This is an optimization exercise on Yosys and OpenROAD, whose aim is small area, not a production implementation. Only simulation tests tie the RTL to the original design; equivalence was not proved.

## VM
module VM ( i_product,
            i_money,
            i_buy,
            i_clk,
            i_rst_n,
            o_product,
            o_change,
            o_busy,
            o_no_change,
            o_strobe,
            o_need_more_money,
            o_future_change,
            o_empty);
input          i_clk, i_rst_n;
input   [3:0]  i_product;
input   [15:0] i_money;
input          i_buy;
output     [3:0]  o_product;
output reg [20:0] o_change;
output     [20:0] o_future_change;
output            o_busy;
output            o_no_change;
output            o_strobe;
output            o_need_more_money;
output            o_empty;
localparam PRICE = 100;
localparam S_START  = 3'b000;
localparam S_NOCH   = 3'b001;
localparam S_EMPTY  = 3'b010;
localparam S_CHOOSE = 3'b100;
localparam S_WAIT   = 3'b101;
localparam S_CALC   = 3'b110;
localparam S_PAY    = 3'b111;
reg [2:0] state, next_state;
reg [3:0] sold [1:10];
reg [4:0] cnt [0:14];
reg [20:0] money;
reg [20:0] future_change;
reg [3:0]  code_product;
reg [3:0]  chg;                
function [15:0] denom;
  input integer k;
  case (k)
    0:  denom = 16'd50000;
    1:  denom = 16'd20000;
    2:  denom = 16'd10000;
    3:  denom = 16'd5000;
    4:  denom = 16'd2000;
    5:  denom = 16'd1000;
    6:  denom = 16'd500;
    7:  denom = 16'd200;
    8:  denom = 16'd100;
    9:  denom = 16'd50;
    10: denom = 16'd25;
    11: denom = 16'd10;
    12: denom = 16'd5;
    13: denom = 16'd2;
    default: denom = 16'd1;
  endcase
endfunction
function ge_c;
  input [20:0] x;
  input [20:0] k;
  integer j;
  reg r;
  begin
    r = 1'b1;
    for (j = 0; j < 21; j = j + 1)
      r = k[j] ? (x[j] & r) : (x[j] | r);
    ge_c = r;
  end
endfunction
wire st_choose = (state == S_CHOOSE);
wire st_wait   = (state == S_WAIT);
wire st_calc   = (state == S_CALC);
wire st_pay    = (state == S_PAY);
integer i;
reg [10:1] soldout;
reg        empty;
always @* begin
  empty = 1'b1;
  for (i = 1; i <= 10; i = i + 1) begin
    soldout[i] = sold[i][3] & sold[i][1];    
    empty = empty & soldout[i];
  end
end
reg [10:1] sel_prod;
reg        prod_ok;
always @* begin
  prod_ok = 1'b0;
  for (i = 1; i <= 10; i = i + 1) begin
    sel_prod[i] = (i_product == i);
    prod_ok = prod_ok | (sel_prod[i] & ~soldout[i]);
  end
end
reg [14:0] avail, grant, nz, hit, upd;
reg [15:0] dsel;
reg [3:0]  gidx;
reg        seen;
always @* begin
  ...
Size: about 1100 cells after synthesis, ~170 flip-flops, roughly 74 I/O pins, ~10000 sq um of cells after synthesis.
export LEC_CHECK = 0
export CAP_MARGIN = 20
export CORE_MARGIN = 2
export CORE_UTILIZATION = 40
export SLEW_MARGIN = 20
create_clock -name core_clock -period 12.0 [get_ports {i_clk}]
run.sh (not shown) runs the stock make flow with config.mk's settings and CLKGATE_MAP_FILE= SYNTH_SCRIPT=/design/flow/synth_recipe.tcl, a recipe that flattens the netlist after the stock synthesis.
The baseline produced a layout that fails on negative setup slack.
==> next run, changes <==
==> flow/flow/run.sh (new file) <==
#!/bin/bash
# Own layout flow: the standard layout (standard.sh), with
#  - an area-oriented ABC script for the combinational logic (registers are mapped as in the
#    standard synthesis, before ABC runs, so they keep their names and cells),
#  - the smallest buffer on each input and output port,
#  - a clock tree without dummy loads.
# Each tool's full output is in orfs/logs/; make's output is in flow.log here.
set -euo pipefail
W=$PWD
F=$W/flow
cat > "$W/own_synth.tcl" <<EOT
proc abc {args} {
  set i [lsearch -exact \$args -script]
  if {\$i >= 0} { lset args [expr {\$i + 1}] $F/abc_area.script }
  yosys abc {*}\$args
}
source $W/synth_recipe.tcl
EOT
CTS="-sink_clustering_enable -repair_clock_nets -dont_use_dummy_load"
[[ -f $F/cts_args ]] && CTS=$(cat "$F/cts_args")
bash "$W/standard.sh" "SYNTH_SCRIPT=$W/own_synth.tcl" \
  "BUFFER_PORTS_ARGS=-buffer_cell sky130_fd_sc_hd__buf_1" \
  "CTS_ARGS=$CTS" finish > "$W/flow.log" 2>&1
==> flow/flow/abc_area.script (new file) <==
strash
&get -n
&st
&synch2
&if -K 6 -a
&mfs
&st
&synch2
&if -K 6 -a
&mfs
&st
&dch -f
&nf -R 1000
&put
topo
dnsize -c
==> flow/standard.sh (new file) <==
#!/bin/bash
# synth_recipe.tcl (not shown) runs the flow's synth.tcl, then flattens the netlist and writes it again
# the make line also repeats each setting of config.mk as NAME=value (left out here)
make -C /OpenROAD-flow-scripts/flow DESIGN_CONFIG=/design/flow/config.mk WORK_HOME=/design/flow/orfs CLKGATE_MAP_FILE= SYNTH_SCRIPT=/design/flow/synth_recipe.tcl "${@:-finish}"
removed: flow/run.sh
=>
- The new run finished but fails on negative setup slack
- global-route usage drops by 2.5 points
- wire length drops by about a fifth
- first-iteration DRC count drops by well over a third
- clock skew climbs by 11 ps

---

VM, a different RTL version from the one above (not shown whole).
Size: ~870 cells after synthesis, ~170 flip-flops, about 74 I/O pins, about 0.0088 sq mm of cells after synthesis.
clock: 12.0 ns
lec_check: 0
cap_margin: 5
core_margin: 2
core_utilization: 65
gpl_timing_driven: 0
place_density: 0.8
slew_margin: 5
standard.sh (not shown) runs the stock make flow with config.mk's settings and CLKGATE_MAP_FILE= SYNTH_SCRIPT=/design/flow/synth_recipe.tcl, a recipe that flattens the netlist after the stock synthesis.
==> flow/flow/run.sh <==
#!/bin/bash
# Own layout flow: the standard layout (standard.sh), with
#  - an area-oriented ABC script for the combinational logic and no quick ABC pass inside
#    Yosys's synth (registers are mapped as in the standard synthesis, before ABC runs, so
#    they keep their names and cells),
#  - the smallest buffer on each input and output port,
#  - a clock tree without dummy loads.
# Each tool's full output is in orfs/logs/; make's output is in flow.log here.
set -euo pipefail
W=$PWD
F=$W/flow
# synth_recipe.tcl with Yosys's quick ABC pass inside synth skipped (-noabc), so that the
# full adders are extracted from the RTL's own adder structure, and ABC's final mapping run
# with the area script.
{
  cat <<EOT
proc abc {args} {
  set i [lsearch -exact \$args -script]
  if {\$i >= 0} { lset args [expr {\$i + 1}] $F/abc_area.script }
  yosys abc {*}\$args
}
EOT
  sed 's/yosys synth -nofsm -noshare /yosys synth -nofsm -noshare -noabc /' "$W/synth_recipe.tcl"
} > "$W/own_synth.tcl"
CTS="-sink_clustering_enable -repair_clock_nets -dont_use_dummy_load"
[[ -f $F/cts_args ]] && CTS=$(cat "$F/cts_args")
bash "$W/standard.sh" "SYNTH_SCRIPT=$W/own_synth.tcl" \
  "BUFFER_PORTS_ARGS=-buffer_cell sky130_fd_sc_hd__buf_1" \
  "CTS_ARGS=$CTS" finish > "$W/flow.log" 2>&1
==> flow/flow/abc_area.script <==
strash
&get -n
&st
&synch2
&if -K 6 -a
&mfs
&st
&synch2
&if -K 6 -a
&mfs
&st
&dch -f
&nf -R 1000
&put
strash
&get -n
&st
&synch2
&if -K 6 -a
&mfs
&st
&dch -f
&nf -R 1000
&put
topo
dnsize -c
==> flow/flow/cts_args <==
-sink_clustering_enable -repair_clock_nets -dont_use_dummy_load -buf_list {sky130_fd_sc_hd__clkbuf_4 sky130_fd_sc_hd__clkbuf_8}
The baseline completed without violations.
Change:
==> flow/flow/run.sh (replaced) <==
#!/bin/bash
# Own layout flow: the standard layout (standard.sh), with
#  - an area-oriented ABC script for the combinational logic (registers are mapped as in the
#    standard synthesis, before ABC runs, so they keep their names and cells),
#  - the smallest buffer on each input and output port,
#  - a clock tree without dummy loads.
# Each tool's full output is in orfs/logs/; make's output is in flow.log here.
set -euo pipefail
W=$PWD
F=$W/flow
cat > "$W/own_synth.tcl" <<EOT
proc abc {args} {
  set i [lsearch -exact \$args -script]
  if {\$i >= 0} { lset args [expr {\$i + 1}] $F/abc_area.script }
  yosys abc {*}\$args
}
source $W/synth_recipe.tcl
EOT
CTS="-sink_clustering_enable -repair_clock_nets -dont_use_dummy_load"
[[ -f $F/cts_args ]] && CTS=$(cat "$F/cts_args")
bash "$W/standard.sh" "SYNTH_SCRIPT=$W/own_synth.tcl" \
  "BUFFER_PORTS_ARGS=-buffer_cell sky130_fd_sc_hd__buf_1" \
  "CTS_ARGS=$CTS" finish > "$W/flow.log" 2>&1
==> flow/flow/abc_area.script (replaced) <==
strash
&get -n
&st
&synch2
&if -K 6 -a
&mfs
&st
&synch2
&if -K 6 -a
&mfs
&st
&dch -f
&nf -R 1000
&put
topo
dnsize -c
==> flow/flow/cts_args (replaced) <==
-sink_clustering_enable -repair_clock_nets -dont_use_dummy_load -buf_list sky130_fd_sc_hd__clkbuf_8 -sink_clustering_size 24 -sink_clustering_max_diameter 120
Effect: Final cell count came out higher by 2.1%. Sequential cell count does not change. Non-clock buffer count came out lower by 22. Critical path depth came out higher by 2. Routed wire length came out lower by 12%. Worst setup slack gains 0.20 ns. Die area came out higher by 0.88%. Global-route usage came out lower by 4.4 points.
Change:
==> flow/flow/run.sh (replaced) <==
#!/bin/bash
# Own layout flow: the standard layout (standard.sh), with
#  - an area-oriented ABC script for the combinational logic and no quick ABC pass inside
#    Yosys's synth (registers are mapped as in the standard synthesis, before ABC runs, so
#    they keep their names and cells),
#  - the smallest buffer on each input and output port,
#  - a clock tree without dummy loads.
# Each tool's full output is in orfs/logs/; make's output is in flow.log here.
set -euo pipefail
W=$PWD
F=$W/flow
# synth_recipe.tcl with Yosys's quick ABC pass inside synth skipped (-noabc), so that the
# full adders are extracted from the RTL's own adder structure, and ABC's final mapping run
# with the area script.
{
  cat <<EOT
proc abc {args} {
  set i [lsearch -exact \$args -script]
  if {\$i >= 0} { lset args [expr {\$i + 1}] $F/abc_area.script }
  yosys abc {*}\$args
}
EOT
  sed 's/yosys synth -nofsm -noshare /yosys synth -nofsm -noshare /' "$W/synth_recipe.tcl"
} > "$W/own_synth.tcl"
CTS="-sink_clustering_enable -repair_clock_nets -dont_use_dummy_load"
[[ -f $F/cts_args ]] && CTS=$(cat "$F/cts_args")
# further make variables, one per line
EXTRA=()
if [[ -f $F/make_args ]]; then mapfile -t EXTRA < "$F/make_args"; fi
bash "$W/standard.sh" "SYNTH_SCRIPT=$W/own_synth.tcl" \
  "BUFFER_PORTS_ARGS=-buffer_cell sky130_fd_sc_hd__buf_1" \
  "CTS_ARGS=$CTS" "${EXTRA[@]}" finish > "$W/flow.log" 2>&1
==> flow/flow/make_args (new file) <==
RECOVER_POWER=30
After rerunning: Now the flow reached the layout checks and failed them: max-capacitance violations, max-slew violations; clock-buffer cell count does not change; routed wire length is about the same; sequential share of layout area rises by 0.22 points; cell count does not change; hold slack barely changes; final area falls slightly; worst setup slack loses 0.028 ns.
Change:
==> flow/flow/run.sh (replaced) <==
#!/bin/bash
# Own layout flow: the standard layout (standard.sh), with
#  - an area-oriented ABC script for the combinational logic (registers are mapped as in the
#    standard synthesis, before ABC runs, so they keep their names and cells),
#  - the smallest buffer on each input and output port,
#  - a clock tree without dummy loads.
# Each tool's full output is in orfs/logs/; make's output is in flow.log here.
set -euo pipefail
W=$PWD
F=$W/flow
cat > "$W/own_synth.tcl" <<EOT
proc abc {args} {
  set i [lsearch -exact \$args -script]
  if {\$i >= 0} { lset args [expr {\$i + 1}] $F/abc_area.script }
  yosys abc {*}\$args
}
source $W/synth_recipe.tcl
EOT
CTS="-sink_clustering_enable -repair_clock_nets -dont_use_dummy_load"
[[ -f $F/cts_args ]] && CTS=$(cat "$F/cts_args")
bash "$W/standard.sh" "SYNTH_SCRIPT=$W/own_synth.tcl" \
  "BUFFER_PORTS_ARGS=-buffer_cell sky130_fd_sc_hd__buf_1" \
  "CTS_ARGS=$CTS" finish > "$W/flow.log" 2>&1
Settings changed: CORE_UTILIZATION 65 to 40, PLACE_DENSITY 0.8 to not set.
removed: flow/flow/make_args
=> This time the run completed with no timing, DRC or antenna violations. Routed wire length grows by 10%. Synthesized area stays the same. Setup slack improves by 0.053 ns. Via count went down by about 2%. Final cell count rises by 9.4%. Cell area goes up by about 3%.

## re-timing with driven ports
How much do the figures lean on ideal ports? The routed layouts below were timed once more, with nothing changed but the port constraints. Step 1 sets driving cells, clkbuf_16 on the clock port and buf_2 on the other inputs (assumed; they add their load-dependent delay and slew). Step 2 adds t to the input delays and takes it off the output delays; t is the mean of the earliest and latest rising clock arrival at the registers after step 1. Input paths then give back, and output paths get back, about the clock's delay inside the block. a / b / c = ideal ports / drivers / drivers and shift; a / b = the first two.
run	shift t [ns]	slack for setup (ns)	worst register clock-pin slew, ns
the first run of note 1	0.487	-0.650 / -0.695 / -0.630	0.08 / 0.08
the second run of note 1	0.459	-0.787 / -0.831 / -0.638	0.08 / 0.08
the first run of note 2	0.498	0.291 / 0.252 / 0.750	0.10 / 0.10
the second run of note 2	0.484	0.488 / 0.449 / 0.890	0.09 / 0.09
the third run of note 2	0.486	0.460 / 0.421 / 0.897	0.09 / 0.09
the fourth run of note 2	0.495	0.513 / 0.471 / 0.966	0.11 / 0.11
